From an optimization exercise on the open Yosys and OpenROAD flow, aimed at small area and a short achievable clock period; shortcuts taken in it are not production practice. Function was checked by simulation only, so behaviour that the tests miss may differ from the original.

==> flow/design.v (outline; a module is shown in full before it is edited, if it fits) <==
// module top: 1743 lines
// module fa: 4 lines
// module ha: 4 lines
module top (input logic clk, rst,
            input logic enable, din,
            input logic signed [10:0] x,
            output logic signed [11:0] q,
            output logic spike);
  // ...
==> flow/flow/run.sh <==
#!/bin/bash
# Standard ORFS layout (the standard.sh), with timing repair aimed at a
# setup slack of 8.3 ns at the design's 12 ns clock, so that the resizer keeps
# improving paths that already meet 12 ns.  Logs: standard.log and orfs/logs.
set -euo pipefail
bash standard.sh SETUP_SLACK_MARGIN=8.3  BUFFER_PORTS_ARGS="-buffer_cell sky130_fd_sc_hd__buf_2" finish > standard.log 2>&1
==> flow/standard.sh <==
#!/bin/bash
# synth_recipe.tcl (not shown) runs the flow's synth.tcl, then flattens the netlist and writes it again
# the make line also repeats each setting of config.mk as NAME=value (left out here)
make -C /OpenROAD-flow-scripts/flow DESIGN_CONFIG=/design/flow/config.mk WORK_HOME=/design/flow/orfs CLKGATE_MAP_FILE= SYNTH_SCRIPT=/design/flow/synth_recipe.tcl "${@:-finish}"
==> flow/config.mk <==
export PLATFORM = sky130hd
export DESIGN_NAME = top
export DESIGN_NICKNAME = top
export VERILOG_FILES = /design/flow/design.v
export SDC_FILE = /design/flow/constraint.sdc
export NUM_CORES = 4
export LEC_CHECK = 0
export ABC_AREA = 1
export CAP_MARGIN = 20
export CORE_MARGIN = 2
export CORE_UTILIZATION = 40
export CTS_BUF_LIST = sky130_fd_sc_hd__clkbuf_4 sky130_fd_sc_hd__clkbuf_8
export CTS_CLUSTER_SIZE = 20
export SETUP_SLACK_MARGIN = 5
export SLEW_MARGIN = 20
export SYNTH_HIERARCHICAL = 1
export SYNTH_MINIMUM_KEEP_SIZE = 0
==> flow/constraint.sdc <==
create_clock -name core_clock -period 12.0 [get_ports {clk}]
set_input_delay 2.4000 -clock core_clock [delete_from_list [all_inputs] [get_ports {clk}]]
set_output_delay 2.4000 -clock core_clock [all_outputs]
set_load 0.01 [all_outputs]
==> impl_metrics.ini, run 1 <==
[routing]
wl_met3_mm = 2.86
firstDrtPassIters = 5

[setup_path]
r2r-end = p[11]
path_depth = 15
start_kind = flip-flop
max_stage_delay_ns = 0.59
worst_path_max_delay_cell = fa_2
crit_top_cell = o21ai_1
cp_data_required_time_ns = 12.53
reg2reg_depth = 15

[synth]
avgSynthCellArea_um2 = 8.73
synth_largest_area_cell = dfxtp_1
yosysMostFrequentCell = inv_1
synth_xor_xnor_area_share = 0.00471
synthMuxAreaShare = 0
synth_enable_flop_cells = 0
synth_area_mm2 = 0.0297
ys_seq_elements = 403
synth_warnings = 7
synth_compound_area_frac = 0.136

[cells_and_area]
clock_buffers = 113
fin_area_mm2 = 0.0341
reg_top3 = h1 x21, h2 x21, v47 x19
final_cells = 4523
final_core_util = 0.466
fill_cells = 7010

[floorplan]
die_y_um = 277
ioPinCount = 28
die_x_um = 277

[sta]
whs_ns = 0.397
finalSetupViolations = 0
finalMaxSlewViolations = 0
slew-limit-headroom = 0.598

[grt]
track_usage = 0.186
use_met2 = 0.295
antenna_found_initial = 1

[cts]
cts_tree = done
ctsRootBufferMaster = clkbuf_8
clk_pin_slew_ns = 0.06

[min_path]
hold_end = z2[8]

[run_status]
status = finished clean
==> run 2, diff against run 1 <==
--- a/flow/design.v
+++ b/flow/design.v
@@ -513,25 +513,25 @@
 logic [11:0] pp1;
 logic bng1;
 logic [11:0] pp2;
 logic bng2;
 logic [11:0] pp3;
 logic bng3;
 logic [11:0] pp4;
 logic bng4;
+logic [4:0] bop;
+logic [4:0] bon;
+logic [4:0] btp;
+logic [4:0] btn;
 logic [10:0] z0;
 logic [10:0] z1;
 logic [10:0] z2;
 logic [10:0] z3;
 logic [10:0] z0n;
-logic [4:0] bop;
-logic [4:0] bon;
-logic [4:0] btp;
-logic [4:0] btn;
 logic [11:0] r5;
 logic pm_0_s;
 logic pm_0_c;
 logic pm_1_s;
 logic pm_1_c;
 logic pm_2_s;
 logic pm_2_c;
 logic pm_3_s;
@@ -1386,37 +1386,35 @@
 assign pp4[8] = (bop[4] & za[9]) | (bon[4] & ~za[9]) | (btp[4] & za[8]) | (btn[4] & ~za[8]);
 assign pp4[9] = (bop[4] & za[10]) | (bon[4] & ~za[10]) | (btp[4] & za[9]) | (btn[4] & ~za[9]);
 assign pp4[10] = (bop[4] & za[11]) | (bon[4] & ~za[11]) | (btp[4] & za[10]) | (btn[4] & ~za[10]);
 assign pp4[11] = (bop[4] & za[12]) | (bon[4] & ~za[12]) | (btp[4] & za[11]) | (btn[4] & ~za[11]);
 assign bng4 = bon[4] | btn[4];
 assign r5p = (t1n[9] ^ t1n[10]) ? (t1n[10] ? ~zs : zs) : 12'd0;
 assign r5_n = r5p + 12'd3414 + {11'd0, ~t1n[9] & t1n[10]};
 always_ff @(posedge clk) begin
+  bop <= bop_n;
+  bon <= bon_n;
+  btp <= btp_n;
+  btn <= btn_n;
+end
+always_ff @(posedge clk) begin
   if (rst) begin
     z0 <= 11'd0;
     z1 <= 11'd0;
     z2 <= 11'd0;
     z3 <= 11'd0;
     z0n <= 11'd2047;
-    bop <= 5'd0;
-    bon <= 5'd0;
-    btp <= 5'd0;
-    btn <= 5'd0;
     r5 <= 12'd3414;
   end else begin
     z0 <= y2a;
     z1 <= z0;
     z2 <= z1;
     z3 <= z2;
     z0n <= ~y2a;
-    bop <= bop_n;
-    bon <= bon_n;
-    btp <= btp_n;
-    btn <= btn_n;
     r5 <= r5_n;
   end
 end
 ha pm_0 (.a(pp0[6]), .b(pp1[4]), .s(pm_0_s), .co(pm_0_c));
 ha pm_1 (.a(pp0[7]), .b(pp1[5]), .s(pm_1_s), .co(pm_1_c));
 fa pm_2 (.a(pp0[8]), .b(pp1[6]), .c(pp2[4]), .s(pm_2_s), .co(pm_2_c));
 ha pm_3 (.a(pp3[2]), .b(pp4[0]), .s(pm_3_s), .co(pm_3_c));
 assign pm_4_s = 1'b1 ^ pp0[9] ^ pp1[7];
==> flow/config.mk (replaced) <==
export PLATFORM = sky130hd
export DESIGN_NAME = top
export DESIGN_NICKNAME = top
export VERILOG_FILES = /design/flow/design.v
export SDC_FILE = /design/flow/constraint.sdc
export NUM_CORES = 4
export LEC_CHECK = 0
export ABC_AREA = 1
export CAP_MARGIN = 20
export CORE_MARGIN = 2
export CORE_UTILIZATION = 40
export SETUP_SLACK_MARGIN = 5
export SLEW_MARGIN = 20
export SYNTH_HIERARCHICAL = 1
export SYNTH_MINIMUM_KEEP_SIZE = 0
==> impl_metrics.ini, run 2 <==
[run_status]
status = finished clean

[sta]
tightest_slew_ns = 0.572
finalSetupViolations = 0
grt_setup_unrepaired = yes
skew_ns = 0.0226
finalHoldViolations = 0
period_share = 0.302
fmax_mhz = 276
finalMaxSlewViolations = 0
slew-limit-headroom = 0.619
finalSetupTns_ns = 0
period_minus_slack_ns = 3.63

[cts]
ctsHtreeMaxLevel = 2
ctsRootBufferMaster = clkbuf_16
cts_buffers = 47
cts_tree = done
cts.sinks = 403
insertion_delay_ns = 0.60
holdBufCountCts = 0
clk_pin_slew_ns = 0.06
cts_buffer_depth = 3

[cells_and_area]
seq_area_mm2 = 0.00824
area_delta_synth_final_pct = 14.1
final_common_cell = inv_1
reg_top3 = h1 x21, h2 x21, v47 x19
multi_input_area_mm2 = 0.0203
fin_nets = 4157
final_core_util = 0.459
fill_cells = 7267
drive_gt1_frac = 0.127
layout_common_cells = inv_1, nand2_1, fa_1, dfxtp_1, nor2_1
final_cells = 4483
num_antenna_cells = 0

[place]
place.gp.congestion = 0.859
dpl.hpwl_mm = 53.4
numPortBuffers = 27
place_inst = 4351

[routing]
wl_per_cell_um = 15.5
routed_wl_mm = 69.7
firstDrtPassIters = 5
via_per_inst = 4.96
vias = 22253
drt-initial-drc-count = 1236
drtAntennaViolNets = 0
drcViolationCount = 0

[grt]
grt_remaining_overflow = 0
grt_pass1_vias = 21883
antenna_found_initial = 0
grt_pass1_wl_mm = 114
grt_max_degree = 83
track_usage = 0.184

[synth]
yosysMostFrequentCell = inv_1
ys_top_cells_by_count = inv_1, nand2_1, dfxtp_1
synth_largest_area_cell = dfxtp_1
synthArstFlopShare = 0
synth.top_cell.area_share = 0.271
ys.flop_type = dfxtp_1
seq_area_frac_synth = 0.271
synth_warnings = 7
yosysUniqueCellTypes = 55
synth_area_leaders = dfxtp_1, fa_1, ha_1
ys_seq_elements = 403
avgSynthCellArea_um2 = 8.73
postSynthCellCount = 3414
synth_enable_flop_cells = 0
synth_area_mm2 = 0.0298

[setup_path]
crit_chain = ha_1 -> fa_1 -> fa_1 -> fa_1 -> ha_1 -> a21oi_1 -> inv_1 -> a221oi_1 -> o21ai_2 -> a21oi_2 -> o21ai_1 -> a21oi_1 -> o21ai_0
crit_arrival_ns = 4.11
critical_path_class = flip-flop to flip-flop
crit_top_cell = fa_1
worst_path_max_delay_cell = fa_1
start_kind = flip-flop
cp_data_required_time_ns = 12.48
worstSetupEndpointType = flip-flop
cp_max_fo = 7
max_stage_delay_ns = 0.47

[floorplan]
initial_core_util = 0.402
ioPinCount = 28
num_rows = 100
fp.coreArea_mm2 = 0.0741
die_x_um = 277
dieArea_mm2 = 0.0767
die_y_um = 277

[min_path]
min_path_type = flip-flop to flip-flop

[job]
drv_cap = 0
run 2: changes by cell type after synthesis, sizes merged, moves of 6 or more:
cell	change
nand2	-8
a21o	-6
o21ai	+16
a21oi	+15
nor2	+8
o21bai	+7
run 2: stage by stage:
stage	area (um^2)	hold slack, ns	setup WS, ns
3_5_place_dp	31000	0.394	7.21
3_3_place_gp	31000	0.390	7.23
2_1_floorplan	29900	0.388	8.07
4_1_cts	33200	0.401	8.27
5_1_grt	34000	0.414	8.18
6_report	34000	0.400	8.37
run 2: cells by family (layout without fill, tap and decap cells):
logic type | after synthesis | in the layout | synth area share
xor gates and xnor gates | 14 | 14 | 0.00411
and+or+nand+nor | 991 | 991 | 0.142
adders and majority gates | 665 | 665 | 0.369
other | 1 | 2 | 0.000126
buffers and inverters | 593 | 692 | 0.0750
AOI/OAI and AO/OA | 747 | 747 | 0.140
DFF | 403 | 403 | 0.271
run 2: path summary, 6_finish.rpt:
path | start | end | slack (ns) | cells past startpoint
hold reg to reg | z2[1] | z3[1] | 0.40 | 2
setup / recovery | y1n[10] | h2[20] | 8.37 | 13
hold / removal | z2[1] | z3[1] | 0.40 | 2
setup reg to reg | y1n[10] | h2[20] | 8.37 | 13
run 2: timing repair:
| action | 4_1_cts | 5_1_grt |
|---|---|---|
| endpoints found under the hold margin | 0 | 0 |
| setup endpoints to repair | 204 | 124 |
| pin swaps | 9 | 52 |
| gates resized for setup | 145 | 169 |
| setup buffers | 12 | 34 |
run 2: layer usage:
layer,vias to the layer above,routed length (um),track usage
li1,11268,-,-
met1,10498,33700,0.263
met2,393,31600,0.297
met3,94,3030,0.0229
met4,0,1300,0.0424
met5,-,0,0
run 2: area by class of cell:
type	count	area share
Tap cell	969	0.0356
Multi-Input combinational cell	2419	0.596
Clock buffer	65	0.0404
Inverter	528	0.0596
Sequential cell	403	0.242
Timing Repair Buffer	78	0.0177
Clock inverter	21	0.00853
run 2: per-module statistics from Yosys (local to each module, per instance):
module	cell area (um^2)	flops+latches
fa	20.0	0
ha	12.5	0
top	21900	403
run 2: worst max-delay path, delay by kind of cell, from the launching register on:
family	cells	cell delay (ns)
fa+ha+maj	5	1.96
compound gates	7	1.10
flops	1	0.39
buf+inv	1	0.07

==> static timing again, ports no longer ideal <==
No port has a modelled driver above. Below, the same layouts with a new extraction and two added sets of constraints.
Step 1 (the two cells are an assumption about what drives the block):
set clk [get_ports {clk}]
set_driving_cell -lib_cell sky130_fd_sc_hd__clkbuf_16 $clk
set_driving_cell -lib_cell sky130_fd_sc_hd__buf_2 [delete_from_list [all_inputs] $clk]
Step 2, shift: input delay + t, output delay - t, t = (earliest + latest rising clock arrival at the registers) / 2. This alone moves slack from input paths to output paths.
Slacks: ideal ports / drivers / drivers and shift; pairs: ideal ports / drivers.
run	shift t [ns]	setup WS [ns]	clock arrival spread, ns	pins driven straight from the clock port
run 1	0.692	8.351 / 8.351 / 7.774	0.060 / 0.060	1
run 2	0.655	8.374 / 8.374 / 7.797	0.026 / 0.026	1
After both steps setup and hold are still met in every run listed.
